Source: an optimization exercise on an open RTL-to-GDS flow (aim: small area and a short achievable clock period). Production flows keep margins and buffers that such runs may drop.
Function was not checked in any run shown here: the RTL went through the layout flow alone.
Power is estimated from default activity; no workload was simulated.

**design/flow/flow/run.sh**
```bash
#!/bin/bash
# The standard layout, with plain buffers (sky130_fd_sc_hd__buf_1) on the ports instead of the
# delay cells that buffer_ports picks by default. Every port still gets its own buffer.
set -euo pipefail
export BUFFER_PORTS_ARGS="-buffer_cell sky130_fd_sc_hd__buf_1"
bash standard.sh > standard.log 2>&1
```
**design/flow/standard.sh**
```bash
#!/bin/bash
# synth_recipe.tcl (not shown) runs the flow's synth.tcl, then flattens the netlist and writes it again
# the make line also repeats each setting of config.mk as NAME=value (left out here)
make -C /OpenROAD-flow-scripts/flow DESIGN_CONFIG=/design/flow/config.mk WORK_HOME=/design/flow/orfs CLKGATE_MAP_FILE= SYNTH_SCRIPT=/design/flow/synth_recipe.tcl "${@:-finish}"
```
**design/flow/config.mk**
```make
export PLATFORM = sky130hd
export DESIGN_NAME = fp32_add
export DESIGN_NICKNAME = fp32_add
export VERILOG_FILES = /design/flow/design.v
export SDC_FILE = /design/flow/constraint.sdc
export NUM_CORES = 4
export LEC_CHECK = 0
export ABC_AREA = 1
export CAP_MARGIN = 20
export CORE_MARGIN = 2
export CORE_UTILIZATION = 40
export CTS_BUF_LIST = sky130_fd_sc_hd__clkbuf_8
export SETUP_SLACK_MARGIN = 2.5
export SLEW_MARGIN = 20
```
**design/flow/constraint.sdc**
```tcl
create_clock -name core_clock -period 6.5 [get_ports {clk}]
set_input_delay 1.3000 -clock core_clock [delete_from_list [all_inputs] [get_ports {clk}]]
set_output_delay 1.3000 -clock core_clock [all_outputs]
set_load 0.01 [all_outputs]
```
**design/flow/design.v**
```verilog
`default_nettype none
module fp32_add(
    input wire clk,
    input wire [31:0] a,
    input wire [31:0] b,
    input wire sub,
    input wire [2:0] rm,
    output wire [31:0] result,
    output wire nv,
    output wire of,
    output wire nx
);
    integer k;
    wire a_sign = a[31];
    wire b_sign = b[31] ^ sub;
    wire [7:0] a_exp = a[30:23];
    wire [7:0] b_exp = b[30:23];
    wire [22:0] a_frac = a[22:0];
    wire [22:0] b_frac = b[22:0];
    wire a_emax = &a_exp;
    wire b_emax = &b_exp;
    wire a_fz = ~|a_frac;
    wire b_fz = ~|b_frac;
    wire a_nan = a_emax & ~a_fz;
    wire b_nan = b_emax & ~b_fz;
    wire a_inf = a_emax & a_fz;
    wire b_inf = b_emax & b_fz;
    wire a_snan = a_nan & ~a_frac[22];
    wire b_snan = b_nan & ~b_frac[22];
    wire s0_is_sub = a_sign ^ b_sign;
    wire s0_inf_inf = s0_is_sub & a_inf & b_inf;
    wire s0_nv = a_snan | b_snan | s0_inf_inf;
    wire s0_nan = a_nan | b_nan | s0_inf_inf;
    wire s0_inf = ~s0_nan & (a_inf | b_inf);
    wire [1:0] s0_special = {s0_nan, s0_inf | s0_nv};
    wire a_hid = |a_exp;
    wire b_hid = |b_exp;
    wire [7:0] a_eeff = {a_exp[7:1], a_exp[0] | ~a_hid};
    wire [7:0] b_eeff = {b_exp[7:1], b_exp[0] | ~b_hid};
    wire [7:0] d_ab = a_eeff - b_eeff;
    wire [7:0] d_ba = b_eeff - a_eeff;
    wire swap = a[30:0] < b[30:0];
    wire [7:0] l_exp = swap ? b_exp : a_exp;
    wire [22:0] l_frac = swap ? b_frac : a_frac;
    wire [23:0] s_sig = swap ? {a_hid, a_frac} : {b_hid, b_frac};
    wire l_sign = swap ? b_sign : a_sign;
    wire [4:0] s0_off = swap ? (d_ba[4:0] | {5{|d_ba[7:5]}}) : (d_ab[4:0] | {5{|d_ab[7:5]}});
    reg r1_sign, r1_is_sub;
    reg [2:0] r1_rm;
    reg [1:0] r1_special;
    reg [7:0] r1_lexp;
    reg [22:0] r1_lfrac;
    reg [23:0] r1_ssig;
    reg [4:0] r1_off;
    always @(posedge clk) begin
        r1_sign <= l_sign;
        r1_is_sub <= s0_is_sub;
        r1_rm <= rm;
        r1_special <= s0_special;
        r1_lexp <= l_exp;
        r1_lfrac <= l_frac;
        r1_ssig <= s_sig;
        r1_off <= s0_off;
    end
    wire l_hid = |r1_lexp;
    wire [7:0] l_e = {r1_lexp[7:1], r1_lexp[0] | ~l_hid};
    wire [27:0] in1 = {1'b0, l_hid, r1_lfrac, 3'b000};
    wire [26:0] sh0 = {r1_ssig, 3'b000};
    wire [26:0] sh1 = r1_off[4] ? {16'b0, sh0[26:16]} : sh0;
    wire [26:0] sh2 = r1_off[3] ? {8'b0, sh1[26:8]} : sh1;
    wire [26:0] sh3 = r1_off[2] ? {4'b0, sh2[26:4]} : sh2;
    wire [26:0] sh4 = r1_off[1] ? {2'b0, sh3[26:2]} : sh3;
    wire [26:0] sh5 = r1_off[0] ? {1'b0, sh4[26:1]} : sh4;
    reg [23:0] smask;    
    always @*
        for (k = 0; k < 24; k = k + 1)
            smask[k] = r1_off >= k + 3;
    wire sticky = |(r1_ssig & smask);
    wire [27:0] in2 = {1'b0, sh5[26:1], sticky};
    wire [27:0] in2x = in2 ^ {28{r1_is_sub}};
    wire [28:0] sum_c = {in1, 1'b1} + {in2x, r1_is_sub};
    wire [27:0] s1_sum = sum_c[28:1];
    wire [7:0] s1_exp = l_e + 8'd1;
    wire rdn = r1_rm == 3'b010;
    wire rup = r1_rm == 3'b011;
    wire rtz = r1_rm == 3'b001;
    wire rmm = r1_rm == 3'b100;
    wire s1_up = (rdn & r1_sign) | (rup & ~r1_sign);
    wire s1_dn = rtz | (rdn & ~r1_sign) | (rup & r1_sign);
    wire [1:0] s1_cls = {s1_up | rmm, s1_dn | rmm};
    wire s1_zsign = r1_is_sub ? rdn : r1_sign;
    reg r2_sign, r2_zsign;
    reg [1:0] r2_cls;
    reg [1:0] r2_special;
    reg [7:0] r2_exp;
    reg [27:0] r2_sum;
    always @(posedge clk) begin
        r2_sign <= r1_sign;
        r2_zsign <= s1_zsign;
        r2_cls <= s1_cls;
        r2_special <= r1_special;
        r2_exp <= s1_exp;
        r2_sum <= s1_sum;
    end
    wire e_small = ~|r2_exp[7:5];
    wire [3:0] pd_hi = {4{e_small}} & (4'b0001 << r2_exp[4:3]);
    wire [7:0] pd_lo = 8'b00000001 << r2_exp[2:0];
    reg [27:0] lim_mask;
    always @*
        for (k = 0; k < 28; k = k + 1)
            lim_mask[k] = pd_hi[(28 - k) >> 3] & pd_lo[(28 - k) & 7];
    wire [27:0] x = r2_sum | lim_mask;
    wire z4 = ~|x[27:12];
    wire [15:0] x4 = z4 ? x[11:0] << 4 : x[27:12];
    wire z3 = ~|x4[15:8];
    wire [7:0] x3 = z3 ? x4[7:0] : x4[15:8];
    wire z2 = ~|x3[7:4];
    wire [3:0] x2 = z2 ? x3[3:0] : x3[7:4];
    wire z1 = ~|x2[3:2];
    wire [1:0] x1 = z1 ? x2[1:0] : x2[3:2];
    wire z0 = ~x1[1];
    wire [4:0] lzc = {z4, z3, z2, z1, z0};
    wire [27:0] n4 = z4 ? {r2_sum[11:0], 16'b0} : r2_sum;
    wire [27:0] n3 = z3 ? {n4[19:0], 8'b0} : n4;
    wire [27:0] n2 = z2 ? {n3[23:0], 4'b0} : n3;
    wire [27:0] n1 = z1 ? {n2[25:0], 2'b0} : n2;
    wire [27:0] n0 = z0 ? {n1[26:0], 1'b0} : n1;
    wire c1 = r2_sum[27];
    wire c2 = ~r2_sum[27] & r2_sum[26];
    wire lsb = c1 ? r2_sum[4] : c2 ? r2_sum[3] : r2_sum[2];
    wire g = c1 ? r2_sum[3] : c2 ? r2_sum[2] : r2_sum[1];
    wire st = c1 ? |r2_sum[2:0] : c2 ? |r2_sum[1:0] : r2_sum[0];
    wire inexact = g | st;
    reg add_one;
    always @* begin
        case (r2_cls)
            2'd0: add_one = g & (lsb | st);
            2'd1: add_one = 1'b0;
            2'd2: add_one = g | st;
            default: add_one = g;
        endcase
    end
    wire sp_inf = r2_special == 2'b01;
    wire sp_nan = r2_special[1];
    wire sp = |r2_special;
    wire ovf = ~sp & c1 & (&r2_exp);           
    wire of_max = r2_cls == 2'd1;              
    wire zero_sign = ~|r2_sum;
    reg [7:0] s2_exp;
    reg [4:0] s2_lzc;
    reg [22:0] s2_frac;
    reg s2_msb;
    always @* begin
        s2_lzc = (sp | ovf | zero_sign) ? 5'd0 : lzc;
        s2_msb = sp | ovf | (~zero_sign & n0[27]);
        if (sp_nan) {s2_exp, s2_frac} = 31'h7fc00000;
        else if (sp_inf | (ovf & ~of_max)) {s2_exp, s2_frac} = 31'h7f800000;
        else if (ovf) {s2_exp, s2_frac} = 31'h7f7fffff;
        else {s2_exp, s2_frac} = {zero_sign ? 8'd1 : r2_exp, n0[26:4]};
    end
    wire s2_efe = ~sp & ((c1 & (r2_exp == 8'hfe)) | (c2 & (r2_exp == 8'hff)));
    wire w_ones = c1 ? &r2_sum[26:4] : c2 ? &r2_sum[25:3] : &r2_sum[24:2];
    wire w_lo_ones = c1 ? &r2_sum[15:4] : c2 ? &r2_sum[14:3] : &r2_sum[13:2];
    wire s2_inc = ~sp & ~ovf & add_one;
    reg r3_sign, r3_inc, r3_nx, r3_of, r3_nv, r3_carry, r3_lo_ones, r3_msb;
    reg [7:0] r3_exp;
    reg [4:0] r3_lzc;
    reg [22:0] r3_frac;
    always @(posedge clk) begin
        r3_sign <= ~sp_nan & (zero_sign ? r2_zsign : r2_sign);
        r3_inc <= s2_inc;
        r3_carry <= s2_inc & w_ones;
        r3_lo_ones <= w_lo_ones;
        r3_nx <= ~sp & (inexact | ovf);
        r3_of <= ovf | (s2_efe & s2_inc & w_ones);
        r3_nv <= r2_special == 2'b11;
        r3_exp <= s2_exp;
        r3_lzc <= s2_lzc;
        r3_msb <= s2_msb;
        r3_frac <= s2_frac;
    end
    wire [11:0] frac_lo = r3_frac[11:0] + {11'b0, r3_inc};
    wire [10:0] frac_hi = r3_frac[22:12] + {10'b0, r3_inc & r3_lo_ones};
    wire [8:0] exp_c0x = {r3_exp, 1'b1} + {3'b111, ~r3_lzc, r3_msb};
    wire [7:0] exp_c0 = exp_c0x[8:1];
    wire [7:0] exp_c1 = r3_lzc[1] ? r3_exp - 8'd1 : r3_lzc[0] ? r3_exp : r3_exp + 8'd1;
    wire [7:0] exp_out = r3_carry ? exp_c1 : exp_c0;
    assign result = {r3_sign, exp_out, frac_hi, frac_lo};
    assign of = r3_of;
    assign nx = r3_nx;
    assign nv = r3_nv;
endmodule
`default_nettype wire
```
==> results of run 1 <==
==> cells in the mapped netlist (17+ instances only) <==
master                     count  share of area
sky130_fd_sc_hd__a21oi_1      95          0.040
sky130_fd_sc_hd__clkbuf_1     34          0.011
sky130_fd_sc_hd__dfxtp_1     153           0.26
sky130_fd_sc_hd__ha_1         75          0.079
sky130_fd_sc_hd__inv_1       244          0.077
sky130_fd_sc_hd__nand2_1     475           0.15
sky130_fd_sc_hd__nand3_1     124          0.052
sky130_fd_sc_hd__nand4_1      21          0.011
sky130_fd_sc_hd__nor2_1      137          0.043
sky130_fd_sc_hd__nor3_1       27          0.011
sky130_fd_sc_hd__nor4_1       27          0.014
sky130_fd_sc_hd__o21ai_0     189          0.080
sky130_fd_sc_hd__o22ai_1      17         0.0090
sky130_fd_sc_hd__xor2_1       80          0.059
==> timing repair <==
item                                    4_1_cts  5_1_grt
setup buffers                                 0       10
endpoints found under the setup margin       39       51
pin swaps                                     0        2
gates resized for setup                       9       52
cloned                                        0        4
hold buffers                                  0        0
==> state kept, by name (all words and copies together) (netlist names), 2 cells and up <==
| name | flops |
|---|---|
| r2_sum | 28 |
| r1_ssig | 24 |
| r1_lfrac | 23 |
| r3_frac | 23 |
| r1_lexp | 8 |
| r2_exp | 8 |
| r3_exp | 8 |
| r1_off | 5 |
| r3_lzc | 5 |
| r1_rm | 3 |
| r1_special | 2 |
| r2_cls | 2 |
| r2_special | 2 |
==> placed cells by master (no fill, tap or decap), drive strengths merged, types with 3 or more instances in the layout <==
master,synthesis,routed
clkinv,1,4
xor2,80,80
o211ai,6,6
fa,3,3
nand2,484,484
o32ai,3,3
ha,75,75
xnor2,11,11
o22ai,17,17
nand3,124,124
and2,3,3
o221ai,4,4
a21oi,95,95
o21ai,205,205
clkbuf,34,20
dfxtp,153,153
nor2,150,151
nand4,21,21
nor3,30,30
buf,24,118
a211oi,5,5
a22oi,5,5
nor4,27,27
o31ai,4,4
clkinvlp,0,11
o21bai,7,7
o41ai,3,3
inv,256,257
mux2i,11,11
==> area by class of cell <==
| cell class | count | share of cell area |
|---|---|---|
| Clock buffer | 19 | 0.0198 |
| Clock inverter | 13 | 0.0101 |
| Inverter | 257 | 0.0757 |
| Multi-Input combinational cell | 1395 | 0.583 |
| Sequential cell | 153 | 0.233 |
| Tap cell | 384 | 0.0364 |
| Timing Repair Buffer | 119 | 0.0401 |
| Timing Repair inverter | 3 | 0.00133 |
==> cells by family after synthesis <==
family,share of synthesized area
AO/OA/AOI/OAI,0.171
multiplexers,0.00930
XOR/XNOR,0.0673
adder cells (fa/ha/maj),0.0844
flip-flops,0.259
buffers and inverters,0.104
AND/OR/NAND/NOR,0.305
==> worst min path at each step <==
stage | start | endpoint | cells past startpoint | slack (ns)
after floorplan | r1_special[0] | r2_special[0] | 0 | 0.31
after global placement | r1_special[0] | r2_special[0] | 0 | 0.32
after detailed placement | r1_special[0] | r2_special[0] | 0 | 0.32
after CTS | r1_special[0] | r2_special[0] | 0 | 0.35
after global routing | r1_special[0] | r2_special[0] | 0 | 0.35
final | r1_special[0] | r2_special[0] | 0 | 0.34
==> metal layers <==
| metal | track usage | routed length [um] | vias up |
|---|---|---|---|
| li1 | - | - | 6282 |
| met1 | 0.286 | 16000 | 5516 |
| met2 | 0.429 | 18600 | 372 |
| met3 | 0.0271 | 1630 | 79 |
| met4 | 0.0988 | 1330 | 0 |
| met5 | 0 | 0 | - |
==> power by group <==
group          internal [mW]  leakage, nW  switching (mW)  total [mW]
sequential              1.23         1.29           0.292        1.52
clock                  0.334        0.198           0.399       0.733
combinational          0.979         4.85            1.87        2.85
total                   2.54         6.34            2.56        5.10
==> impl_metrics.tcl, run 1 <==
set metrics [dict create \
    run_status "no timing/DRC/antenna violations" \
    place.detailed.instances 2297 \
    syn_inst 1862 \
    worst_slack_ns 2.60 \
    htree_levels 4 \
    hold_viol 0 \
    cp_data_arrival_time_ns 4.27 \
    grt_pass1_wl_um 58900 \
    die_height_um 176 \
    cts_root_buffer "sky130_fd_sc_hd__clkbuf_8" \
    time_the_worst_path_needs_with_i_o_delays_and_setup_ns 3.90 \
    syn_nets 2009 \
    core-area_um2 28900 \
    power_mw 5.10 \
    final_design_area_no_fill_um2 13200 \
    max_cap_viol_count 0 \
    peakVddDrop_mv 0.134 \
    timing.hold.worst.class "reg2reg" \
    die_width_um 176 \
    layout.filler_cells 3150 \
    holdWs_ns 0.341 \
    cts.sinks 153 \
    tns_ns 0 \
    nets 2093 \
    critPathBufInv 3 \
    grt_pass1_vias 11700 \
    multiInputGateArea_um2 7710 \
    synth.yosys.warnings 1 \
    post_route_cells_drive_above_1_share 0.0613 \
    boundaryPins 104 \
    clk_latency_ns 0.46 \
    timing.final.crit_share 0.600 \
    timing.critical_path.mode_cell "sky130_fd_sc_hd__a21oi_1" \
    endpoint_kind "flop" \
    synth-edff-count 0 \
    crit_required_ns 6.87 \
    postLayoutCoreUtil 0.456 \
    detail_route.vias_per_cell 5.23 \
    io_buffers 103 \
    place_ws_ns 1.70 \
    tritoncts "done" \
    antenna_violations_before_repair 0 \
    path_class "reg2reg" \
    worst_setup_path_start_kind "flop" \
    critPathTopFamily "compound AO/OA/AOI/OAI gates" \
    grt_start_max_net_pins 73 \
    timing.reg2reg.setup_slack_ns 2.60 \
    area_growth_syn_to_layout_pct 11.6 \
    routed_wl_um 37500 \
    die_area_um2 31000 \
    cell_variety_after_synth 52 \
    cts-buffers-inserted 17 \
    cpMaxStageDelayCell "sky130_fd_sc_hd__o32ai_1" \
    global_route.overflow_total 0 \
    placedInstanceArea_um2 12500 \
    slew_headroom 0.361 \
    regToRegStartpoint "r1_off[2]" \
    cp.depth 15 \
    finalClockSkew_ns 0.0222 \
    timing.critical_path.to "r2_sum[24]" \
    sequential_cell_area_um2 3080 \
    worst-slew-pin-transition_ns 0.958 \
    vias 12200 \
    cell_area_power_density_nw_per_um2 386 \
    buffers_from_clock_root_to_sink_at_most 2 \
    crit_chain "buf_4 -> clkinvlp_4 -> nor2_1 -> inv_1 -> o32ai_1 -> mux2i_1 -> mux2i_1 -> xor2_1 -> ha_1 -> a21oi_1 -> o21ai_0 -> a21oi_1 -> o221ai_1 -> a21oi_1 -> xor2_1" \
    track_usage 0.238 \
    cp_max_fo 27 \
    setup.worst_path.start "r1_off[2]" \
    post_detailed_route_wirelength_per_cell_um 16.0 \
    power.leakage_nw 6.34 \
    finalNonFillerCells 2343 \
    yosys_register_bits 153 \
    route.detailed.drc 0 \
    ant_nets 0 \
    std_cell_rows 62 \
    timing.final.setup_violations 0 \
    finalWeightedCongestion 1.00 \
    regToRegEndpoint "r2_sum[24]" \
    worstRegToRegCells 15 \
    timing_max_transition_violations_final 0 \
    seq_area_frac_synth 0.259 \
    insertedDiodeCount 0 \
    commonest_register_cell_after_synthesis "sky130_fd_sc_hd__dfxtp_1" \
    rsz0062_at_grt "true" \
    dp_hpwl_um 30200 \
    floorplan.initialDensity 0.409 \
    netlist_area_um2 11800 \
    syn_avg_cell_area_um2 6.36 \
    cts.clk_slew.worst_paths_ns 0.10 \
    drt_iter0_markers 866 \
    asyncSetResetFlopFracSynth 0 \
    drt_first_pass_iters 6 \
    critical-path-max-stage-delay_ns 0.46 \
    achievable_clock_frequency_mhz 257 \
]
==> inputs of run 2 (changes only) <==
--- a/design/flow/design.v
+++ b/design/flow/design.v
@@ -46,3 +46,4 @@
     wire l_sign = swap ? b_sign : a_sign;
-    wire [4:0] s0_off = swap ? (d_ba[4:0] | {5{|d_ba[7:5]}}) : (d_ab[4:0] | {5{|d_ab[7:5]}});
+    wire [4:0] s0_off = swap ? d_ba[4:0] : d_ab[4:0];
+    wire s0_far = swap ? |d_ba[7:5] : |d_ab[7:5];    
     reg r1_sign, r1_is_sub;
@@ -54,2 +55,3 @@
     reg [4:0] r1_off;
+    reg r1_far;
     always @(posedge clk) begin
@@ -63,2 +65,3 @@
         r1_off <= s0_off;
+        r1_far <= s0_far;
     end
@@ -68,3 +71,3 @@
     wire [26:0] sh0 = {r1_ssig, 3'b000};
-    wire [26:0] sh1 = r1_off[4] ? {16'b0, sh0[26:16]} : sh0;
+    wire [26:0] sh1 = r1_far ? 27'b0 : r1_off[4] ? {16'b0, sh0[26:16]} : sh0;
     wire [26:0] sh2 = r1_off[3] ? {8'b0, sh1[26:8]} : sh1;
@@ -76,3 +79,3 @@
         for (k = 0; k < 24; k = k + 1)
-            smask[k] = r1_off >= k + 3;
+            smask[k] = r1_far | (r1_off >= k + 3);
     wire sticky = |(r1_ssig & smask);
@@ -148,2 +151,6 @@
     wire zero_sign = ~|r2_sum;
+    wire w_ones = c1 ? &r2_sum[26:4] : c2 ? &r2_sum[25:3] : &r2_sum[24:2];
+    wire w_lo_ones = c1 ? &r2_sum[15:4] : c2 ? &r2_sum[14:3] : &r2_sum[13:2];
+    wire s2_inc = ~sp & ~ovf & add_one;
+    wire s2_carry = s2_inc & w_ones;    
     reg [7:0] s2_exp;
@@ -158,9 +165,6 @@
         else if (ovf) {s2_exp, s2_frac} = 31'h7f7fffff;
-        else {s2_exp, s2_frac} = {zero_sign ? 8'd1 : r2_exp, n0[26:4]};
+        else {s2_exp, s2_frac} = {zero_sign ? 8'd1 : s2_carry ? r2_exp + 8'd1 : r2_exp, n0[26:4]};
     end
     wire s2_efe = ~sp & ((c1 & (r2_exp == 8'hfe)) | (c2 & (r2_exp == 8'hff)));
-    wire w_ones = c1 ? &r2_sum[26:4] : c2 ? &r2_sum[25:3] : &r2_sum[24:2];
-    wire w_lo_ones = c1 ? &r2_sum[15:4] : c2 ? &r2_sum[14:3] : &r2_sum[13:2];
-    wire s2_inc = ~sp & ~ovf & add_one;
-    reg r3_sign, r3_inc, r3_nx, r3_of, r3_nv, r3_carry, r3_lo_ones, r3_msb;
+    reg r3_sign, r3_inc, r3_nx, r3_of, r3_nv, r3_lo_ones, r3_msb;
     reg [7:0] r3_exp;
@@ -171,6 +175,5 @@
         r3_inc <= s2_inc;
-        r3_carry <= s2_inc & w_ones;
         r3_lo_ones <= w_lo_ones;
         r3_nx <= ~sp & (inexact | ovf);
-        r3_of <= ovf | (s2_efe & s2_inc & w_ones);
+        r3_of <= ovf | (s2_efe & s2_carry);
         r3_nv <= r2_special == 2'b11;
@@ -183,7 +186,4 @@
     wire [10:0] frac_hi = r3_frac[22:12] + {10'b0, r3_inc & r3_lo_ones};
-    wire [8:0] exp_c0x = {r3_exp, 1'b1} + {3'b111, ~r3_lzc, r3_msb};
-    wire [7:0] exp_c0 = exp_c0x[8:1];
-    wire [7:0] exp_c1 = r3_lzc[1] ? r3_exp - 8'd1 : r3_lzc[0] ? r3_exp : r3_exp + 8'd1;
-    wire [7:0] exp_out = r3_carry ? exp_c1 : exp_c0;
-    assign result = {r3_sign, exp_out, frac_hi, frac_lo};
+    wire [8:0] exp_x = {r3_exp, 1'b1} + {3'b111, ~r3_lzc, r3_msb};
+    assign result = {r3_sign, exp_x[8:1], frac_hi, frac_lo};
     assign of = r3_of;
--- a/design/flow/config.mk
+++ b/design/flow/config.mk
@@ -11,3 +11,2 @@
 export CORE_UTILIZATION = 40
-export CTS_BUF_LIST = sky130_fd_sc_hd__clkbuf_8
 export SETUP_SLACK_MARGIN = 2.5
==> run 2 against run 1 <==
Against the previous run: cell count increased by 2.8%; clock skew down 0.0093 ns; design area is 4.6% higher; fmax rose by 3.2%; sequential share of layout area decreased by 1.1 points; first-iteration DRC count rose by 2.2%; flip-flop and latch count is the same; sequential power increased by 3%; critical path type unchanged; highest routed layer unchanged.
==> impl_metrics.tcl, run 2 <==
set metrics [dict create \
    buffers_from_clock_root_to_sink_at_most 2 \
    drt_iter0_markers 885 \
    die_width_um 179 \
    internal_power_mw 2.99 \
    power.leakage_nw 6.61 \
    post_detailed_route_wirelength_per_cell_um 16.7 \
    hold_path.startpoint "r1_special[1]" \
    detail_route.vias_per_cell 5.28 \
    synth-edff-count 0 \
    worst_setup_path_start_kind "flop" \
    area_growth_syn_to_layout_pct 12.9 \
    timing.hold.worst.class "reg2reg" \
    floorplan.initialDensity 0.403 \
    cts.clk_slew.worst_paths_ns 0.07 \
    synthesized_area_fraction_occupied_by_ao_oa_aoi_and_oai_cells 0.161 \
    grt_pass1_wl_um 62000 \
    main_combinational_cell_family_by_area_after_synthesis "simple AND/OR/NAND/NOR gates" \
    path_class "reg2reg" \
    slew_headroom 0.421 \
    power_mw 5.91 \
    finalClockSkew_ns 0.0128 \
    timing.final.setup_violations 0 \
    tritoncts "done" \
    layout.filler_cells 3277 \
    groute.layer.met2.usage 0.458 \
    netlist_area_um2 12200 \
    rsz0062_at_grt "false" \
    cp_max_fo 11 \
    synthXorXnorAreaFrac 0.0673 \
    die_height_um 179 \
    cts.sinks 153 \
    post_route_cells_drive_above_1_share 0.0611 \
    register_with_the_most_flip_flops "r2_sum" \
    seq_area_frac_synth 0.250 \
    grt_pass1_vias 12000 \
    boundaryPins 104 \
    cp_data_arrival_time_ns 4.13 \
    asyncSetResetFlopFracSynth 0 \
    setup.worst_path.start "r1_off[4]" \
    synth.yosys.warnings 1 \
    finalWeightedCongestion 0.951 \
    drt_first_pass_iters 7 \
    place_ws_ns 1.72 \
    routed_wl_um 40200 \
    syn_avg_cell_area_um2 6.35 \
    timing_max_transition_violations_final 0 \
    commonest_register_cell_after_synthesis "sky130_fd_sc_hd__dfxtp_1" \
    synth.top_cells.by_count "sky130_fd_sc_hd__nand2_1 (498), sky130_fd_sc_hd__inv_1 (248), sky130_fd_sc_hd__o21ai_0 (175)" \
    critical-path-max-stage-delay_ns 0.38 \
    power.combinational.fraction 0.547 \
    insertedDiodeCount 0 \
    synth_simple_gate_area_share 0.323 \
    yosys_top_cell_area_share 0.250 \
    worst-slew-pin-transition_ns 0.866 \
    synth_most_common_cell "sky130_fd_sc_hd__nand2_1" \
    antenna_violations_before_repair 0 \
    ant_nets 0 \
    crit_required_ns 6.86 \
    global_route.peak_usage_layer "met2" \
    crit_chain "nor2_4 -> buf_8 -> clkinvlp_4 -> buf_4 -> o221ai_1 -> nand3_1 -> nand2_1 -> o21ai_1 -> nand2_1 -> o21ai_0 -> xor2_1 -> ha_1 -> a21oi_1 -> o21ai_0 -> a21oi_1 -> o21ai_2 -> nand3_1 -> nand3_1 -> a21oi_1 -> xor2_1" \
    cpMaxStageDelayCell "sky130_fd_sc_hd__dfxtp_4" \
    clk_latency_ns 0.43 \
    syn_nets 2078 \
    critPathTopFamily "compound AO/OA/AOI/OAI gates" \
    hold_viol 0 \
    synth.top_cells.by_area "sky130_fd_sc_hd__dfxtp_1 (25%), sky130_fd_sc_hd__nand2_1 (15%), sky130_fd_sc_hd__ha_1 (8.2%)" \
    cp.depth 20 \
    finalNonFillerCells 2409 \
    groute.layer.met3.usage 0.0295 \
    syn_inst 1926 \
    cts-buffers-inserted 17 \
    yosys_register_bits 153 \
    p_switching_mw 2.91 \
    max_cap_viol_count 0 \
    hold_path_depth 0 \
    yosys-mux-area-fraction 0.00327 \
    power.clock.fraction 0.188 \
    grt_start_max_net_pins 65 \
    nets 2152 \
    dp_hpwl_um 32600 \
    vias 12700 \
    worst_slack_ns 2.73 \
    peakVddDrop_mv 0.208 \
    cell_variety_after_synth 55 \
    route.detailed.drc 0 \
    largest_register_ffs 28 \
    endpoint_kind "flop" \
    die_area_um2 32000 \
    synth.largest_area_cell "sky130_fd_sc_hd__dfxtp_1" \
    track_usage 0.249 \
    timing.final.crit_share 0.581 \
    critPathBufInv 3 \
    reg.largest.list "r2_sum: 28 flops, r1_ssig: 24 flops" \
    io_buffers 103 \
    cts_root_buffer "sky130_fd_sc_hd__clkbuf_16" \
    cell_area_power_density_nw_per_um2 428 \
    pwr-share-seq 0.265 \
    place.detailed.instances 2366 \
    post_synth_fa_ha_maj_area_fraction 0.0867 \
    run_status "no timing/DRC/antenna violations" \
    htree_levels 4 \
    layout.cells.most_common_list "sky130_fd_sc_hd__nand2_1 (496), sky130_fd_sc_hd__inv_1 (245), sky130_fd_sc_hd__o21ai_0 (164)" \
    regToRegStartpoint "r1_off[4]" \
    tns_ns 0 \
    time_the_worst_path_needs_with_i_o_delays_and_setup_ns 3.77 \
    global_route.overflow_total 0 \
    core-area_um2 30300 \
    layout.cells.most_common "sky130_fd_sc_hd__nand2_1" \
    sw_frac_of_total 0.493 \
    groute.layer.met1.usage 0.286 \
    achievable_clock_frequency_mhz 265 \
    std_cell_rows 64 \
    worstRegToRegCells 20 \
]
==> run 2: power by group through the flow <==
| stage | Sequential (mW) | Combinational, mW | Clock, mW |
|---|---|---|---|
| after CTS | 1.56 | 3.11 | 1.14 |
| after floorplan | 1.41 | 2.43 | 0 |
| after global placement | 1.58 | 3.08 | 0 |
| final | 1.57 | 3.23 | 1.11 |
| after detailed placement | 1.58 | 3.09 | 0 |
| after global routing | 1.59 | 3.67 | 1.18 |
==> run 2: logic make-up (layout without fill, tap and decap cells) <==
family / Yosys count / after routing
fa+ha+maj: 83 / 83
flops: 153 / 153
xor+xnor: 94 / 94
buf+inv: 331 / 417
simple gates: 910 / 911
mux: 4 / 4
compound gates: 351 / 351
==> run 2: metrics by stage <==
step	instance area (um^2)	utilization	hold WS (ns)
global route	13800	0.455	0.347
finish	13800	0.455	0.328
CTS	13600	0.447	0.328
global placement	12900	0.424	0.315
floorplan	12200	-	0.310
detailed placement	12900	0.424	0.314
==> run 2: timing repair <==
action | CTS | global route
gates cloned | 0 | 4
pin swaps | 0 | 2
hold endpoints to repair | 0 | 0
setup endpoints to repair | 42 | 57
buffers inserted | 3 | 4
gates resized for setup | 13 | 54
hold buffers | 0 | 0
==> run 2: layout make-up <==
cell class,instances,area [um^2],share of cell area
clock buffers,17,425,0.0308
clock inverters,15,224,0.0162
inverters,263,1010,0.0734
multi-input cells,1443,8050,0.583
flip-flops and latches,153,3070,0.222
well taps,396,495,0.0359
repair buffers,120,519,0.0376
repair inverters,2,12.5,0.000906
==> run 2: worst paths after layout <==
path	end	slack, ns
setup / recovery	r2_sum[27]	2.73
hold / removal	r2_special[1]	0.33
setup reg to reg	r2_sum[27]	2.73
hold reg to reg	r2_special[1]	0.33
==> run 2: layer usage <==
layer / vias up / part of all wire / wire [um]
li1: 6479 / - / -
met1: 5780 / 0.42 / 16700
met2: 368 / 0.50 / 20200
met3: 87 / 0.037 / 1480
met4: 0 / 0.045 / 1830
met5: - / 0 / 0
==> inputs of run 3 (changes only) <==
--- a/design/flow/design.v
+++ b/design/flow/design.v
@@ -44,3 +44,3 @@
     wire [22:0] l_frac = swap ? b_frac : a_frac;
-    wire [23:0] s_sig = swap ? {a_hid, a_frac} : {b_hid, b_frac};
+    wire [23:0] s_sig = (swap ? {a_hid, a_frac} : {b_hid, b_frac}) ^ {24{s0_is_sub}};
     wire l_sign = swap ? b_sign : a_sign;
@@ -70,8 +70,9 @@
     wire [27:0] in1 = {1'b0, l_hid, r1_lfrac, 3'b000};
-    wire [26:0] sh0 = {r1_ssig, 3'b000};
-    wire [26:0] sh1 = r1_far ? 27'b0 : r1_off[4] ? {16'b0, sh0[26:16]} : sh0;
-    wire [26:0] sh2 = r1_off[3] ? {8'b0, sh1[26:8]} : sh1;
-    wire [26:0] sh3 = r1_off[2] ? {4'b0, sh2[26:4]} : sh2;
-    wire [26:0] sh4 = r1_off[1] ? {2'b0, sh3[26:2]} : sh3;
-    wire [26:0] sh5 = r1_off[0] ? {1'b0, sh4[26:1]} : sh4;
+    wire f = r1_is_sub;    
+    wire [26:0] sh0 = {r1_ssig, {3{f}}};
+    wire [26:0] sh1 = r1_far ? {27{f}} : r1_off[4] ? {{16{f}}, sh0[26:16]} : sh0;
+    wire [26:0] sh2 = r1_off[3] ? {{8{f}}, sh1[26:8]} : sh1;
+    wire [26:0] sh3 = r1_off[2] ? {{4{f}}, sh2[26:4]} : sh2;
+    wire [26:0] sh4 = r1_off[1] ? {{2{f}}, sh3[26:2]} : sh3;
+    wire [26:0] sh5 = r1_off[0] ? {f, sh4[26:1]} : sh4;
     reg [23:0] smask;    
@@ -80,5 +81,4 @@
             smask[k] = r1_far | (r1_off >= k + 3);
-    wire sticky = |(r1_ssig & smask);
-    wire [27:0] in2 = {1'b0, sh5[26:1], sticky};
-    wire [27:0] in2x = in2 ^ {28{r1_is_sub}};
+    wire sticky = |((r1_ssig ^ {24{f}}) & smask);
+    wire [27:0] in2x = {f, sh5[26:1], sticky ^ f};
     wire [28:0] sum_c = {in1, 1'b1} + {in2x, r1_is_sub};
@@ -151,6 +151,2 @@
     wire zero_sign = ~|r2_sum;
-    wire w_ones = c1 ? &r2_sum[26:4] : c2 ? &r2_sum[25:3] : &r2_sum[24:2];
-    wire w_lo_ones = c1 ? &r2_sum[15:4] : c2 ? &r2_sum[14:3] : &r2_sum[13:2];
-    wire s2_inc = ~sp & ~ovf & add_one;
-    wire s2_carry = s2_inc & w_ones;    
     reg [7:0] s2_exp;
@@ -165,6 +161,9 @@
         else if (ovf) {s2_exp, s2_frac} = 31'h7f7fffff;
-        else {s2_exp, s2_frac} = {zero_sign ? 8'd1 : s2_carry ? r2_exp + 8'd1 : r2_exp, n0[26:4]};
+        else {s2_exp, s2_frac} = {zero_sign ? 8'd1 : r2_exp, n0[26:4]};
     end
     wire s2_efe = ~sp & ((c1 & (r2_exp == 8'hfe)) | (c2 & (r2_exp == 8'hff)));
-    reg r3_sign, r3_inc, r3_nx, r3_of, r3_nv, r3_lo_ones, r3_msb;
+    wire w_ones = c1 ? &r2_sum[26:4] : c2 ? &r2_sum[25:3] : &r2_sum[24:2];
+    wire w_lo_ones = c1 ? &r2_sum[15:4] : c2 ? &r2_sum[14:3] : &r2_sum[13:2];
+    wire s2_inc = ~sp & ~ovf & add_one;
+    reg r3_sign, r3_inc, r3_nx, r3_of, r3_nv, r3_efe, r3_carry, r3_lo_ones, r3_msb;
     reg [7:0] r3_exp;
@@ -175,5 +174,6 @@
         r3_inc <= s2_inc;
+        r3_carry <= s2_inc & w_ones;
         r3_lo_ones <= w_lo_ones;
         r3_nx <= ~sp & (inexact | ovf);
-        r3_of <= ovf | (s2_efe & s2_carry);
+        r3_of <= ovf;
         r3_nv <= r2_special == 2'b11;
@@ -183,2 +183,3 @@
         r3_frac <= s2_frac;
+        r3_efe <= s2_efe;
     end
@@ -186,5 +187,8 @@
     wire [10:0] frac_hi = r3_frac[22:12] + {10'b0, r3_inc & r3_lo_ones};
-    wire [8:0] exp_x = {r3_exp, 1'b1} + {3'b111, ~r3_lzc, r3_msb};
-    assign result = {r3_sign, exp_x[8:1], frac_hi, frac_lo};
-    assign of = r3_of;
+    wire [8:0] exp_c0x = {r3_exp, 1'b1} + {3'b111, ~r3_lzc, r3_msb};
+    wire [7:0] exp_c0 = exp_c0x[8:1];
+    wire [7:0] exp_c1 = r3_lzc[1] ? r3_exp - 8'd1 : r3_lzc[0] ? r3_exp : r3_exp + 8'd1;
+    wire [7:0] exp_out = r3_carry ? exp_c1 : exp_c0;
+    assign result = {r3_sign, exp_out, frac_hi, frac_lo};
+    assign of = r3_of | (r3_efe & r3_carry);
     assign nx = r3_nx;
==> run 3 against run 2 <==
Against the previous run: clock skew rose by 0.0057 ns; combinational power rose by 7.1%; flip-flop and latch count rose by 2; routed wire length fell by 7.9%; worst setup slack got worse by 0.072 ns; register-to-register slack improved by 0.09 ns; clock power fell by 14%; design area barely moved; synthesized area rose by 1.2%; first-iteration DRC count rose by 11%; global-route usage fell by 2.6 points; highest routed layer unchanged.
==> impl_metrics.tcl, run 3 <==
set metrics [dict create \
    track_usage 0.224 \
    power.combinational.fraction 0.574 \
    grt_start_max_net_pins 63 \
    global_route.overflow_total 0 \
    htree_levels 4 \
    post_detailed_route_wirelength_per_cell_um 15.3 \
    postLayoutCoreUtil 0.453 \
    synth.top_cells.by_area "sky130_fd_sc_hd__dfxtp_1 (25%), sky130_fd_sc_hd__nand2_1 (15%), sky130_fd_sc_hd__o21ai_0 (8.4%)" \
    finalWeightedCongestion 1.05 \
    netlist_area_um2 12400 \
    power.leakage_nw 6.53 \
    antenna_violations_before_repair 0 \
    path_class "in2reg" \
    rsz0062_at_grt "true" \
    pwr-share-seq 0.266 \
    synth.yosys.warnings 1 \
    finalNonFillerCells 2422 \
    run_status "no timing/DRC/antenna violations" \
    hold_viol 0 \
    place_ws_ns 1.93 \
    io_buffers 103 \
    nets 2160 \
    largest_register_ffs 28 \
    dp_hpwl_um 30000 \
    ant_nets 0 \
    detail_route.vias_per_cell 5.24 \
    hold_path.startpoint "r1_special[0]" \
    groute.layer.met1.usage 0.281 \
    drt_iter0_markers 981 \
    groute.layer.met2.usage 0.388 \
    holdWs_ns 0.338 \
    hold_buffers 0 \
    syn_inst 1944 \
    place.detailed.instances 2385 \
    die_width_um 180 \
    cts_root_buffer "sky130_fd_sc_hd__clkbuf_16" \
    grt_pass1_vias 11900 \
    cp_max_fo 3 \
    tritoncts "done" \
    internal_power_mw 3.03 \
    peakVddDrop_mv 0.230 \
    groute.layer.met3.usage 0.0253 \
    timing.hold.worst.class "reg2reg" \
    worst-slew-pin-transition_ns 0.913 \
    boundaryPins 104 \
    synth_most_common_cell "sky130_fd_sc_hd__nand2_1" \
    drt_first_pass_iters 6 \
    commonest_register_cell_after_synthesis "sky130_fd_sc_hd__dfxtp_1" \
    crit_required_ns 6.76 \
    area_growth_syn_to_layout_pct 11.6 \
    clk_latency_ns 0.43 \
    routed_wl_um 37000 \
    asyncSetResetFlopFracSynth 0 \
    synthesized_area_fraction_occupied_by_ao_oa_aoi_and_oai_cells 0.183 \
    synth.top_cells.by_count "sky130_fd_sc_hd__nand2_1 (487), sky130_fd_sc_hd__inv_1 (215), sky130_fd_sc_hd__o21ai_0 (208)" \
    syn_nets 2091 \
    slew_headroom 0.390 \
    seq_area_frac_synth 0.251 \
    cell_variety_after_synth 56 \
    cts.clk_slew.worst_paths_ns 0.07 \
    endpoint_kind "flop" \
    main_combinational_cell_family_by_area_after_synthesis "simple AND/OR/NAND/NOR gates" \
    worst_setup_path_start_kind "input port" \
    post_route_cells_drive_above_1_share 0.0582 \
    floorplan.initialDensity 0.406 \
    std_cell_rows 64 \
    route.detailed.drc 0 \
    timing_max_transition_violations_final 0 \
    power.clock.fraction 0.160 \
    core-area_um2 30500 \
    yosys-mux-area-fraction 0.00970 \
    layout.cells.most_common "sky130_fd_sc_hd__nand2_1" \
    timing.final.setup_violations 0 \
    tns_ns 0 \
    sw_frac_of_total 0.497 \
    register_with_the_most_flip_flops "r2_sum" \
    yosys_register_bits 155 \
    synth-edff-count 0 \
    timing.final.crit_share 0.592 \
    cell_area_power_density_nw_per_um2 436 \
    die_area_um2 32400 \
    setup.worst_path.start "b[25]" \
    synth_simple_gate_area_share 0.309 \
    global_route.peak_usage_layer "met2" \
    synthXorXnorAreaFrac 0.0715 \
    regToRegStartpoint "r1_off[3]" \
    p_switching_mw 2.99 \
    syn_avg_cell_area_um2 6.37 \
    vias 12700 \
    time_the_worst_path_needs_with_i_o_delays_and_setup_ns 3.85 \
    finalClockSkew_ns 0.0186 \
    post_synth_fa_ha_maj_area_fraction 0.0807 \
    yosys_top_cell_area_share 0.251 \
    achievable_clock_frequency_mhz 260 \
    insertedDiodeCount 0 \
    grt_pass1_wl_um 59700 \
    die_height_um 180 \
    layout.filler_cells 3245 \
    cts-buffers-inserted 17 \
    cts.sinks 155 \
    layout.cells.most_common_list "sky130_fd_sc_hd__nand2_1 (484), sky130_fd_sc_hd__inv_1 (213), sky130_fd_sc_hd__o21ai_0 (201)" \
    synth.largest_area_cell "sky130_fd_sc_hd__dfxtp_1" \
    cp_data_arrival_time_ns 4.11 \
    worst_slack_ns 2.65 \
    reg.largest.list "r2_sum: 28 flops, r1_ssig: 24 flops" \
    buffers_from_clock_root_to_sink_at_most 2 \
    max_cap_viol_count 0 \
]
run 3: repair_timing:
| item | in CTS | in global routing |
|---|---|---|
| resized for setup | 9 | 45 |
| setup buffers | 0 | 3 |
| pin swaps | 0 | 3 |
| gates cloned | 0 | 2 |
| endpoints found under the setup margin | 53 | 79 |
run 3: area by class of cell:
type                            instances  area, um^2  area share
Timing Repair Buffer                  118         515      0.0373
Inverter                              227         863      0.0625
Multi-Input combinational cell       1494        8270       0.598
Sequential cell                       155        3110       0.225
Clock inverter                         14         138     0.00996
Tap cell                              396         495      0.0358
Clock buffer                           18         429      0.0311
run 3: power by group through the flow:
stage | clock network [mW] | logic [mW] | registers, mW
after floorplan | 0 | 2.65 | 1.46
after global placement | 0 | 3.33 | 1.61
after detailed placement | 0 | 3.34 | 1.61
after CTS | 0.978 | 3.36 | 1.59
after global routing | 1.02 | 3.96 | 1.63
final | 0.960 | 3.46 | 1.60
run 3: cells by family (layout without fill, tap and decap cells):
| family | after synthesis | after routing |
|---|---|---|
| adder cells (fa/ha/maj) | 78 | 78 |
| AO/OA/AOI/OAI | 414 | 414 |
| multiplexers | 12 | 12 |
| AND/OR/NAND/NOR | 888 | 889 |
| XOR/XNOR | 101 | 101 |
| buffers and inverters | 296 | 377 |
| flip-flops | 155 | 155 |
run 3: routing by layer:
| layer | routed length, um | vias to the layer above |
|---|---|---|
| met1 | 16200 | 5654 |
| met5 | 0 | - |
| met3 | 1760 | 90 |
| met2 | 17500 | 400 |
| li1 | - | 6553 |
| met4 | 1480 | 0 |
run 3: per-stage QoR:
step,total power [mW],cell area (um^2)
finish,6.02,13800
global route,6.60,13800
global placement,4.95,13000
CTS,5.93,13600
detailed placement,4.95,13000
floorplan,4.11,12400
run 3: path summary, 6_finish.rpt:
check,cells past startpoint,to,slack [ns]
setup / recovery,14,r1_far,2.65
hold / removal,0,r2_special[0],0.34
setup reg to reg,19,r2_sum[25],2.82
hold reg to reg,0,r2_special[0],0.34
run 3: critical path, cell delays in order:
cell	delay, ns
sky130_fd_sc_hd__buf_1	0.12
sky130_fd_sc_hd__nor4_1	0.43
sky130_fd_sc_hd__nand2_1	0.12
sky130_fd_sc_hd__inv_1	0.07
sky130_fd_sc_hd__nor2_1	0.05
sky130_fd_sc_hd__ha_1	0.23
sky130_fd_sc_hd__fa_1	0.40
sky130_fd_sc_hd__o21ai_0	0.38
sky130_fd_sc_hd__a21oi_1	0.12
sky130_fd_sc_hd__nor2_1	0.11
sky130_fd_sc_hd__nor2_1	0.06
sky130_fd_sc_hd__o211ai_1	0.16
sky130_fd_sc_hd__nor2_1	0.07
sky130_fd_sc_hd__a31oi_1	0.47
==> inputs of run 4 (changes only) <==
--- a/design/flow/design.v
+++ b/design/flow/design.v
@@ -44,3 +44,3 @@
     wire [22:0] l_frac = swap ? b_frac : a_frac;
-    wire [23:0] s_sig = (swap ? {a_hid, a_frac} : {b_hid, b_frac}) ^ {24{s0_is_sub}};
+    wire [23:0] s_sig = swap ? {a_hid, a_frac} : {b_hid, b_frac};
     wire l_sign = swap ? b_sign : a_sign;
@@ -55,2 +55,3 @@
     reg [4:0] r1_off;
+    reg [4:0] r1_off_n;    
     reg r1_far;
@@ -65,2 +66,3 @@
         r1_off <= s0_off;
+        r1_off_n <= ~s0_off;
         r1_far <= s0_far;
@@ -70,9 +72,19 @@
     wire [27:0] in1 = {1'b0, l_hid, r1_lfrac, 3'b000};
-    wire f = r1_is_sub;    
-    wire [26:0] sh0 = {r1_ssig, {3{f}}};
-    wire [26:0] sh1 = r1_far ? {27{f}} : r1_off[4] ? {{16{f}}, sh0[26:16]} : sh0;
-    wire [26:0] sh2 = r1_off[3] ? {{8{f}}, sh1[26:8]} : sh1;
-    wire [26:0] sh3 = r1_off[2] ? {{4{f}}, sh2[26:4]} : sh2;
-    wire [26:0] sh4 = r1_off[1] ? {{2{f}}, sh3[26:2]} : sh3;
-    wire [26:0] sh5 = r1_off[0] ? {f, sh4[26:1]} : sh4;
+    wire [26:0] sh0 = {r1_ssig, 3'b000};
+    wire [4:0] o_b = ~r1_off_n;
+    wire [26:0] sh1a = r1_off[4] ? {16'b0, sh0[26:16]} : sh0;
+    wire [26:0] sh1b = o_b[4] ? {16'b0, sh0[26:16]} : sh0;
+    wire [26:0] sh1 = r1_far ? 27'b0 : {sh1a[26:13], sh1b[12:0]};
+    wire [26:0] sh2a = r1_off[3] ? {8'b0, sh1[26:8]} : sh1;
+    wire [26:0] sh2b = o_b[3] ? {8'b0, sh1[26:8]} : sh1;
+    wire [26:0] sh2 = {sh2a[26:13], sh2b[12:0]};
+    wire [26:0] sh3a = r1_off[2] ? {4'b0, sh2[26:4]} : sh2;
+    wire [26:0] sh3b = o_b[2] ? {4'b0, sh2[26:4]} : sh2;
+    wire [26:0] sh3 = {sh3a[26:13], sh3b[12:0]};
+    wire [26:0] sh4a = r1_off[1] ? {2'b0, sh3[26:2]} : sh3;
+    wire [26:0] sh4b = o_b[1] ? {2'b0, sh3[26:2]} : sh3;
+    wire [26:0] sh4 = {sh4a[26:13], sh4b[12:0]};
+    wire [26:0] sh5a = r1_off[0] ? {1'b0, sh4[26:1]} : sh4;
+    wire [26:0] sh5b = o_b[0] ? {1'b0, sh4[26:1]} : sh4;
+    wire [26:0] sh5 = {sh5a[26:13], sh5b[12:0]};
     reg [23:0] smask;    
@@ -80,5 +92,6 @@
         for (k = 0; k < 24; k = k + 1)
-            smask[k] = r1_far | (r1_off >= k + 3);
-    wire sticky = |((r1_ssig ^ {24{f}}) & smask);
-    wire [27:0] in2x = {f, sh5[26:1], sticky ^ f};
+            smask[k] = r1_far | (o_b >= k + 3);
+    wire sticky = |(r1_ssig & smask);
+    wire [27:0] in2 = {1'b0, sh5[26:1], sticky};
+    wire [27:0] in2x = in2 ^ {28{r1_is_sub}};
     wire [28:0] sum_c = {in1, 1'b1} + {in2x, r1_is_sub};
--- a/design/flow/config.mk
+++ b/design/flow/config.mk
@@ -11,2 +11,3 @@
 export CORE_UTILIZATION = 40
+export CTS_BUF_LIST = sky130_fd_sc_hd__clkbuf_8
 export SETUP_SLACK_MARGIN = 2.5
==> run 4 against run 3 <==
Against the previous run: critical path type is now reg2out; still clean on timing, DRC and antenna; die area down 0.39%; largest power group unchanged; largest cell class unchanged; sequential share of layout area up 1.2 points; register-to-register slack worse by 0.06 ns.
==> impl_metrics.tcl, run 4 <==
set metrics [dict create \
    run_status "no timing/DRC/antenna violations" \
    syn_avg_cell_area_um2 6.38 \
    timing.reg2reg.setup_slack_ns 2.76 \
    grt_start_max_net_pins 77 \
    area_growth_syn_to_layout_pct 10.1 \
    regToRegStartpoint "r1_off_n[4]" \
    antenna_violations_before_repair 0 \
    synth-edff-count 0 \
    synth.top_cells.by_count "sky130_fd_sc_hd__nand2_1 (491), sky130_fd_sc_hd__inv_1 (254), sky130_fd_sc_hd__o21ai_0 (198)" \
    register_with_the_most_flip_flops "r2_sum" \
    route.detailed.drc 0 \
    die_width_um 180 \
    worstRegToRegCells 19 \
    drt_iter0_markers 810 \
    asyncSetResetFlopFracSynth 0 \
    sw_frac_of_total 0.505 \
    worst_setup_path_start_kind "flop" \
    rsz0062_at_grt "true" \
    core-area_um2 30500 \
    detail_route.vias_per_cell 5.17 \
    synth.top_cells.by_area "sky130_fd_sc_hd__dfxtp_1 (26%), sky130_fd_sc_hd__nand2_1 (15%), sky130_fd_sc_hd__o21ai_0 (8.0%)" \
    crit_required_ns 5.20 \
    max_cap_viol_count 0 \
    final_design_area_no_fill_um2 13600 \
    synth.largest_area_cell "sky130_fd_sc_hd__dfxtp_1" \
    finalWeightedCongestion 0.959 \
    pwr-share-seq 0.293 \
    boundaryPins 104 \
    tns_ns 0 \
    yosys_register_bits 160 \
    routed_wl_um 36900 \
    insertedDiodeCount 0 \
    die_height_um 180 \
    p_switching_mw 2.83 \
    cp_max_fo 9 \
    layout.cells.most_common_list "sky130_fd_sc_hd__nand2_1 (489), sky130_fd_sc_hd__inv_1 (252), sky130_fd_sc_hd__o21ai_0 (196)" \
    synth_most_common_cell "sky130_fd_sc_hd__nand2_1" \
    multiInputGateArea_um2 7940 \
    synth.yosys.warnings 1 \
    synthesized_area_fraction_occupied_by_ao_oa_aoi_and_oai_cells 0.168 \
    main_combinational_cell_family_by_area_after_synthesis "simple AND/OR/NAND/NOR gates" \
    global_route.overflow_total 0 \
    layout.cells.most_common "sky130_fd_sc_hd__nand2_1" \
    syn_inst 1933 \
    dp_hpwl_um 30200 \
    cell_area_power_density_nw_per_um2 413 \
    cts.clk_slew.worst_paths_ns 0.10 \
    nets 2156 \
    cts_root_buffer "sky130_fd_sc_hd__clkbuf_8" \
    track_usage 0.220 \
    clk_latency_ns 0.46 \
    ant_nets 0 \
    io_buffers 103 \
    synth_simple_gate_area_share 0.312 \
    floorplan.initialDensity 0.404 \
    reg.largest.list "r2_sum: 28 flops, r1_ssig: 24 flops" \
    sequential_cell_area_um2 3220 \
    power.leakage_nw 6.49 \
    cts-buffers-inserted 17 \
    power.combinational.fraction 0.571 \
    hold_path_depth 0 \
    largest_register_ffs 28 \
    timing.final.crit_share 0.581 \
    vias 12500 \
    commonest_register_cell_after_synthesis "sky130_fd_sc_hd__dfxtp_1" \
    cell_variety_after_synth 53 \
    slew_headroom 0.311 \
    regToRegEndpoint "r2_sum[16]" \
    post_synth_fa_ha_maj_area_fraction 0.0810 \
    buffers_from_clock_root_to_sink_at_most 2 \
    timing.final.setup_violations 0 \
    timing.hold.worst.class "reg2reg" \
    layout.filler_cells 3237 \
    yosys_top_cell_area_share 0.260 \
    hold_viol 0 \
    tritoncts "done" \
    drt_first_pass_iters 6 \
    grt_pass1_wl_um 58000 \
    internal_power_mw 2.77 \
    post_route_cells_drive_above_1_share 0.0554 \
    setup.worst_path.start "r3_lzc[1]" \
    htree_levels 4 \
    seq_area_frac_synth 0.260 \
    std_cell_rows 64 \
    placedInstanceArea_um2 12900 \
    achievable_clock_frequency_mhz 265 \
    worst-slew-pin-transition_ns 1.03 \
    synthXorXnorAreaFrac 0.0618 \
    netlist_area_um2 12300 \
    yosys-mux-area-fraction 0.0106 \
    time_the_worst_path_needs_with_i_o_delays_and_setup_ns 3.78 \
    endpoint_kind "output pin" \
    cts.sinks 160 \
    timing.hold.worst_endpoint "r2_special[1]" \
    post_detailed_route_wirelength_per_cell_um 15.3 \
    die_area_um2 32200 \
    grt_pass1_vias 11500 \
    power.clock.fraction 0.136 \
    cp_data_arrival_time_ns 2.48 \
    finalClockSkew_ns 0.0236 \
    hold_path.startpoint "r1_special[1]" \
    syn_nets 2080 \
    path_class "reg2out" \
    peakVddDrop_mv 0.144 \
    timing_max_transition_violations_final 0 \
]
==> run 4: worst max path at each step <==
stage | depth (start not counted) | end
floorplan | 13 | r1_lexp[0]
global placement | 15 | r1_off[4]
detailed placement | 15 | r1_off[4]
CTS | 12 | result[29]
global route | 24 | r2_sum[26]
finish | 12 | result[29]
==> run 4: metrics by stage <==
stage | worst slack, ns | std cells | util | hold slack, ns | power [mW]
floorplan | 2.97 | 1933 | - | 0.310 | 3.99
global placement | 2.21 | 2373 | 0.424 | 0.316 | 4.73
detailed placement | 2.20 | 2373 | 0.424 | 0.313 | 4.74
CTS | 2.51 | 2404 | 0.438 | 0.331 | 5.52
global route | 2.39 | 2417 | 0.445 | 0.335 | 6.15
finish | 2.72 | 2417 | 0.445 | 0.335 | 5.60
==> run 4: layout make-up <==
cell class,count,share of cell area
clock inverters,14,0.0131
multi-input cells,1446,0.585
repair buffers,118,0.0368
inverters,266,0.0748
flip-flops and latches,160,0.237
clock buffers,17,0.0172
well taps,396,0.0365
==> run 4: routing by layer <==
metal / global-route usage / vias to the layer above / wire length [um]
met5: 0 / - / 0
li1: - / 6490 / -
met3: 0.0278 / 66 / 1640
met1: 0.274 / 5553 / 16400
met2: 0.387 / 375 / 17800
met4: 0.0780 / 0 / 1020
==> run 4: cell families (layout without fill, tap and decap cells) <==
kind of cell	Yosys count	after routing
buf+inv	329	415
mux	13	13
simple gates	889	891
fa+ha+maj	78	78
compound gates	377	377
xor+xnor	87	87
flops	160	160
==> run 4: critical path, stage by stage (launching register included) <==
cell	delay, ns
sky130_fd_sc_hd__dfxtp_4	0.41
sky130_fd_sc_hd__inv_1	0.12
sky130_fd_sc_hd__ha_4	0.31
sky130_fd_sc_hd__nand3_1	0.07
sky130_fd_sc_hd__and2_1	0.17
sky130_fd_sc_hd__nor2_1	0.13
sky130_fd_sc_hd__nor2_1	0.07
sky130_fd_sc_hd__o21bai_1	0.22
sky130_fd_sc_hd__a21oi_2	0.09
sky130_fd_sc_hd__nand3_1	0.08
sky130_fd_sc_hd__nand2_1	0.06
sky130_fd_sc_hd__xor2_1	0.13
sky130_fd_sc_hd__buf_1	0.16
==> run 4: power by group through the flow <==
stage / registers (mW) / logic [mW] / clock network [mW]
2_1_floorplan: 1.46 / 2.52 / 0
3_3_place_gp: 1.64 / 3.09 / 0
3_5_place_dp: 1.65 / 3.09 / 0
4_1_cts: 1.62 / 3.11 / 0.788
5_1_grt: 1.67 / 3.65 / 0.829
6_report: 1.64 / 3.20 / 0.763
==> run 4: what timing repair did <==
action                                  in CTS  in global routing
resized for setup                            3                 31
pin swaps                                    0                  7
endpoints found under the hold margin        0                  0
gates cloned                                 0                  2
endpoints found under the setup margin      23                 65
setup buffers                                0                 11
hold buffers                                 0                  0
==> inputs of run 5 (changes only) <==
--- a/design/flow/design.v
+++ b/design/flow/design.v
@@ -55,3 +55,2 @@
     reg [4:0] r1_off;
-    reg [4:0] r1_off_n;    
     reg r1_far;
@@ -66,3 +65,2 @@
         r1_off <= s0_off;
-        r1_off_n <= ~s0_off;
         r1_far <= s0_far;
@@ -73,18 +71,7 @@
     wire [26:0] sh0 = {r1_ssig, 3'b000};
-    wire [4:0] o_b = ~r1_off_n;
-    wire [26:0] sh1a = r1_off[4] ? {16'b0, sh0[26:16]} : sh0;
-    wire [26:0] sh1b = o_b[4] ? {16'b0, sh0[26:16]} : sh0;
-    wire [26:0] sh1 = r1_far ? 27'b0 : {sh1a[26:13], sh1b[12:0]};
-    wire [26:0] sh2a = r1_off[3] ? {8'b0, sh1[26:8]} : sh1;
-    wire [26:0] sh2b = o_b[3] ? {8'b0, sh1[26:8]} : sh1;
-    wire [26:0] sh2 = {sh2a[26:13], sh2b[12:0]};
-    wire [26:0] sh3a = r1_off[2] ? {4'b0, sh2[26:4]} : sh2;
-    wire [26:0] sh3b = o_b[2] ? {4'b0, sh2[26:4]} : sh2;
-    wire [26:0] sh3 = {sh3a[26:13], sh3b[12:0]};
-    wire [26:0] sh4a = r1_off[1] ? {2'b0, sh3[26:2]} : sh3;
-    wire [26:0] sh4b = o_b[1] ? {2'b0, sh3[26:2]} : sh3;
-    wire [26:0] sh4 = {sh4a[26:13], sh4b[12:0]};
-    wire [26:0] sh5a = r1_off[0] ? {1'b0, sh4[26:1]} : sh4;
-    wire [26:0] sh5b = o_b[0] ? {1'b0, sh4[26:1]} : sh4;
-    wire [26:0] sh5 = {sh5a[26:13], sh5b[12:0]};
+    wire [26:0] sh1 = r1_far ? 27'b0 : r1_off[4] ? {16'b0, sh0[26:16]} : sh0;
+    wire [26:0] sh2 = r1_off[3] ? {8'b0, sh1[26:8]} : sh1;
+    wire [26:0] sh3 = r1_off[2] ? {4'b0, sh2[26:4]} : sh2;
+    wire [26:0] sh4 = r1_off[1] ? {2'b0, sh3[26:2]} : sh3;
+    wire [26:0] sh5 = r1_off[0] ? {1'b0, sh4[26:1]} : sh4;
     reg [23:0] smask;    
@@ -92,3 +79,3 @@
         for (k = 0; k < 24; k = k + 1)
-            smask[k] = r1_far | (o_b >= k + 3);
+            smask[k] = r1_far | (r1_off >= k + 3);
     wire sticky = |(r1_ssig & smask);
@@ -128,12 +115,28 @@
     wire [27:0] x = r2_sum | lim_mask;
-    wire z4 = ~|x[27:12];
-    wire [15:0] x4 = z4 ? x[11:0] << 4 : x[27:12];
-    wire z3 = ~|x4[15:8];
-    wire [7:0] x3 = z3 ? x4[7:0] : x4[15:8];
-    wire z2 = ~|x3[7:4];
-    wire [3:0] x2 = z2 ? x3[3:0] : x3[7:4];
-    wire z1 = ~|x2[3:2];
-    wire [1:0] x1 = z1 ? x2[1:0] : x2[3:2];
-    wire z0 = ~x1[1];
-    wire [4:0] lzc = {z4, z3, z2, z1, z0};
+    wire [31:0] xp = {x, 4'b0000};
+    reg [15:0] t1_v; reg [15:0] t1_p;
+    reg [7:0] t2_v;  reg [15:0] t2_p;
+    reg [3:0] t3_v;  reg [11:0] t3_p;
+    reg [1:0] t4_v;  reg [7:0] t4_p;
+    reg [4:0] lzc;
+    always @* begin
+        for (k = 0; k < 16; k = k + 1) begin
+            t1_v[k] = xp[2*k+1] | xp[2*k];
+            t1_p[k] = ~xp[2*k+1];
+        end
+        for (k = 0; k < 8; k = k + 1) begin
+            t2_v[k] = t1_v[2*k+1] | t1_v[2*k];
+            t2_p[2*k +: 2] = t1_v[2*k+1] ? {1'b0, t1_p[2*k+1]} : {1'b1, t1_p[2*k]};
+        end
+        for (k = 0; k < 4; k = k + 1) begin
+            t3_v[k] = t2_v[2*k+1] | t2_v[2*k];
+            t3_p[3*k +: 3] = t2_v[2*k+1] ? {1'b0, t2_p[4*k+2 +: 2]} : {1'b1, t2_p[4*k +: 2]};
+        end
+        for (k = 0; k < 2; k = k + 1) begin
+            t4_v[k] = t3_v[2*k+1] | t3_v[2*k];
+            t4_p[4*k +: 4] = t3_v[2*k+1] ? {1'b0, t3_p[6*k+3 +: 3]} : {1'b1, t3_p[6*k +: 3]};
+        end
+        lzc = t4_v[1] ? {1'b0, t4_p[7:4]} : {1'b1, t4_p[3:0]};
+    end
+    wire z4 = lzc[4], z3 = lzc[3], z2 = lzc[2], z1 = lzc[1], z0 = lzc[0];
     wire [27:0] n4 = z4 ? {r2_sum[11:0], 16'b0} : r2_sum;
==> run 5 against run 4 <==
Against the previous run: die area up 0.60%; critical endpoint unchanged; synthesized area increased by 0.61%; still clean on timing, DRC and antenna; combinational power decreased by 2%; clock skew is 0.0012 ns lower; non-clock buffer count shrank 2; worst hold slack improved by 0.017 ns; cell count rose by 1.9%; sequential share of layout area decreased by 0.78 points; sequential power shrank 2%; design area grew 0.10%; register-to-register slack better by 0.14 ns; total power is 2.5% lower.
==> impl_metrics.tcl, run 5 <==
set metrics [dict create \
    crit_required_ns 5.20 \
    rsz0062_at_grt "false" \
    reg.largest.list "r2_sum: 28 flops, r1_ssig: 24 flops" \
    syn_inst 1981 \
    timing_max_transition_violations_final 0 \
    worstRegToRegCells 19 \
    synth.top_cells.by_count "sky130_fd_sc_hd__nand2_1 (512), sky130_fd_sc_hd__inv_1 (259), sky130_fd_sc_hd__nand3_1 (203)" \
    crit_chain "clkinvlp_4 -> ha_4 -> a21oi_1 -> and2_4 -> nor2_2 -> nor2_1 -> o21bai_1 -> a21oi_1 -> nand3_1 -> o41ai_1 -> xor2_1 -> clkbuf_2" \
    regToRegEndpoint "r2_sum[27]" \
    drt_iter0_markers 1102 \
    largest_register_ffs 28 \
    drt_first_pass_iters 5 \
    die_height_um 180 \
    cts.clk_slew.worst_paths_ns 0.09 \
    post_detailed_route_wirelength_per_cell_um 17.0 \
    peakVddDrop_mv 0.157 \
    time_the_worst_path_needs_with_i_o_delays_and_setup_ns 3.80 \
    cts-buffers-inserted 17 \
    timing.hold.worst.class "reg2reg" \
    floorplan.initialDensity 0.406 \
    register_with_the_most_flip_flops "r2_sum" \
    endpoint_kind "output pin" \
    path_class "reg2out" \
    cell_variety_after_synth 55 \
    critPathTopFamily "compound AO/OA/AOI/OAI gates" \
    timing.reg2reg.setup_slack_ns 2.90 \
    timing.final.crit_share 0.585 \
    max_cap_viol_count 0 \
    yosys_top_cell_area_share 0.250 \
    track_usage 0.253 \
    area_growth_syn_to_layout_pct 9.59 \
    synth-edff-count 0 \
    worst_setup_path_start_kind "flop" \
    routed_wl_um 41900 \
    commonest_register_cell_after_synthesis "sky130_fd_sc_hd__dfxtp_1" \
    cpMaxStageDelayCell "sky130_fd_sc_hd__dfxtp_4" \
    hold_path_depth 0 \
    synth.yosys.warnings 1 \
    finalWeightedCongestion 1.02 \
    syn_avg_cell_area_um2 6.26 \
    cell_area_power_density_nw_per_um2 402 \
    run_status "no timing/DRC/antenna violations" \
    slew_headroom 0.421 \
    hold_viol 0 \
    io_buffers 103 \
    synth_most_common_cell "sky130_fd_sc_hd__nand2_1" \
    insertedDiodeCount 0 \
    die_area_um2 32400 \
    htree_levels 4 \
    ant_nets 0 \
    critPathBufInv 2 \
    tritoncts "done" \
    synth.top_cells.by_area "sky130_fd_sc_hd__dfxtp_1 (25%), sky130_fd_sc_hd__nand2_1 (15%), sky130_fd_sc_hd__nand3_1 (8.2%)" \
    timing.hold.worst_endpoint "r2_special[0]" \
    buffers_from_clock_root_to_sink_at_most 2 \
    core-area_um2 30600 \
    timing.final.setup_violations 0 \
    vias 13200 \
    hold_path.startpoint "r1_special[0]" \
    achievable_clock_frequency_mhz 263 \
    tns_ns 0 \
    netlist_area_um2 12400 \
    layout.cells.most_common "sky130_fd_sc_hd__nand2_1" \
    global_route.overflow_total 0 \
    power_mw 5.47 \
    boundaryPins 104 \
    critical-path-max-stage-delay_ns 0.40 \
    timing.critical_path.mode_cell "sky130_fd_sc_hd__a21oi_1" \
    regToRegStartpoint "r1_off[4]" \
    cts.sinks 155 \
    cp_max_fo 7 \
]
-- run 5: changes by cell type in the layout (fill, tap and decap cells not counted), sizes merged, moves of 10 or more --
cell   before  now
o21ai     216  191
nand2     502  521
a21oi      90  109
nand3     133  208
nor3       34   20
mux2i      13    3
nor2      157  147
-- run 5: metrics by stage --
step / utilization / setup WS, ns / std cells / instance area [um^2]
floorplan: - / 3.16 / 1981 / 12400
global placement: 0.427 / 1.85 / 2425 / 13000
detailed placement: 0.427 / 1.87 / 2425 / 13000
CTS: 0.440 / 2.55 / 2457 / 13400
global route: 0.444 / 2.49 / 2464 / 13600
finish: 0.444 / 2.70 / 2464 / 13600
-- run 5: routing by layer --
layer,vias up,GRT usage,part of all wire
met5,-,0,0
met1,5943,0.294,0.42
met4,0,0.118,0.046
met3,111,0.0313,0.046
met2,422,0.462,0.49
li1,6693,-,-
-- run 5: kinds of logic after synthesis --
| group | Yosys count | share of synthesized area |
|---|---|---|
| flops | 155 | 0.250 |
| xor+xnor | 81 | 0.0572 |
| fa+ha+maj | 78 | 0.0805 |
| simple gates | 955 | 0.333 |
| mux | 3 | 0.00242 |
| buf+inv | 326 | 0.104 |
| compound gates | 383 | 0.173 |
-- run 5: worst reg2reg max path, cell delays in order (launching register included) --
cell and delay, ns:
sky130_fd_sc_hd__dfxtp_1 0.36, sky130_fd_sc_hd__inv_2 0.14, sky130_fd_sc_hd__nand2_2 0.15, sky130_fd_sc_hd__nor2_4 0.19
sky130_fd_sc_hd__inv_1 0.13, sky130_fd_sc_hd__nor2_2 0.19, sky130_fd_sc_hd__inv_1 0.13, sky130_fd_sc_hd__o21ai_1 0.19
sky130_fd_sc_hd__o21ai_0 0.11, sky130_fd_sc_hd__o21ai_0 0.21, sky130_fd_sc_hd__xor2_1 0.17, sky130_fd_sc_hd__ha_1 0.32
sky130_fd_sc_hd__a21oi_1 0.31, sky130_fd_sc_hd__o21ai_0 0.22, sky130_fd_sc_hd__nand2_1 0.12, sky130_fd_sc_hd__nand3_1 0.14
sky130_fd_sc_hd__a31oi_1 0.22, sky130_fd_sc_hd__nand2_1 0.08, sky130_fd_sc_hd__nand2_1 0.06, sky130_fd_sc_hd__nand2_1 0.05
-- run 5: layout make-up --
cell class	count	area, um^2
timing repair buffer	116	504
fill	3333	17000
tap	396	495
clock inverter	13	119
timing repair inverter	1	7.51
sequential	155	3110
clock buffer	19	262
inverter	264	1010
multi-input combinational	1500	8090
-- run 5: what timing repair did --
item,CTS,global route
pin swaps,0,2
gates cloned,0,1
setup endpoints to repair,16,34
hold buffers,0,0
gates resized for setup,6,26
setup buffers,0,6
-- run 5: report_power, final --
part	switching [mW]	internal, mW
registers	0.353	1.24
clock network	0.407	0.325
logic	2.07	1.06
-- run 5: how the worst max path moves through the flow --
stage / start / end / slack (ns) / depth (start not counted)
2_1_floorplan: a[27] / r1_off[4] / 3.16 / 14
3_3_place_gp: a[27] / r1_off[3] / 1.85 / 12
3_5_place_dp: a[27] / r1_off[3] / 1.87 / 12
4_1_cts: r3_lzc[1] / result[29] / 2.55 / 12
5_1_grt: r3_inc / result[22] / 2.49 / 11
6_report: r3_lzc[1] / result[29] / 2.70 / 12

Re-timed with assumed drivers on the ports (clkbuf_16 on the clock, buf_2 on other inputs), run 5 has 2.650 ns of setup slack against 2.700 ns with ideal ports, and 2.383 ns once port delays also move by the mid clock arrival of 0.544 ns.
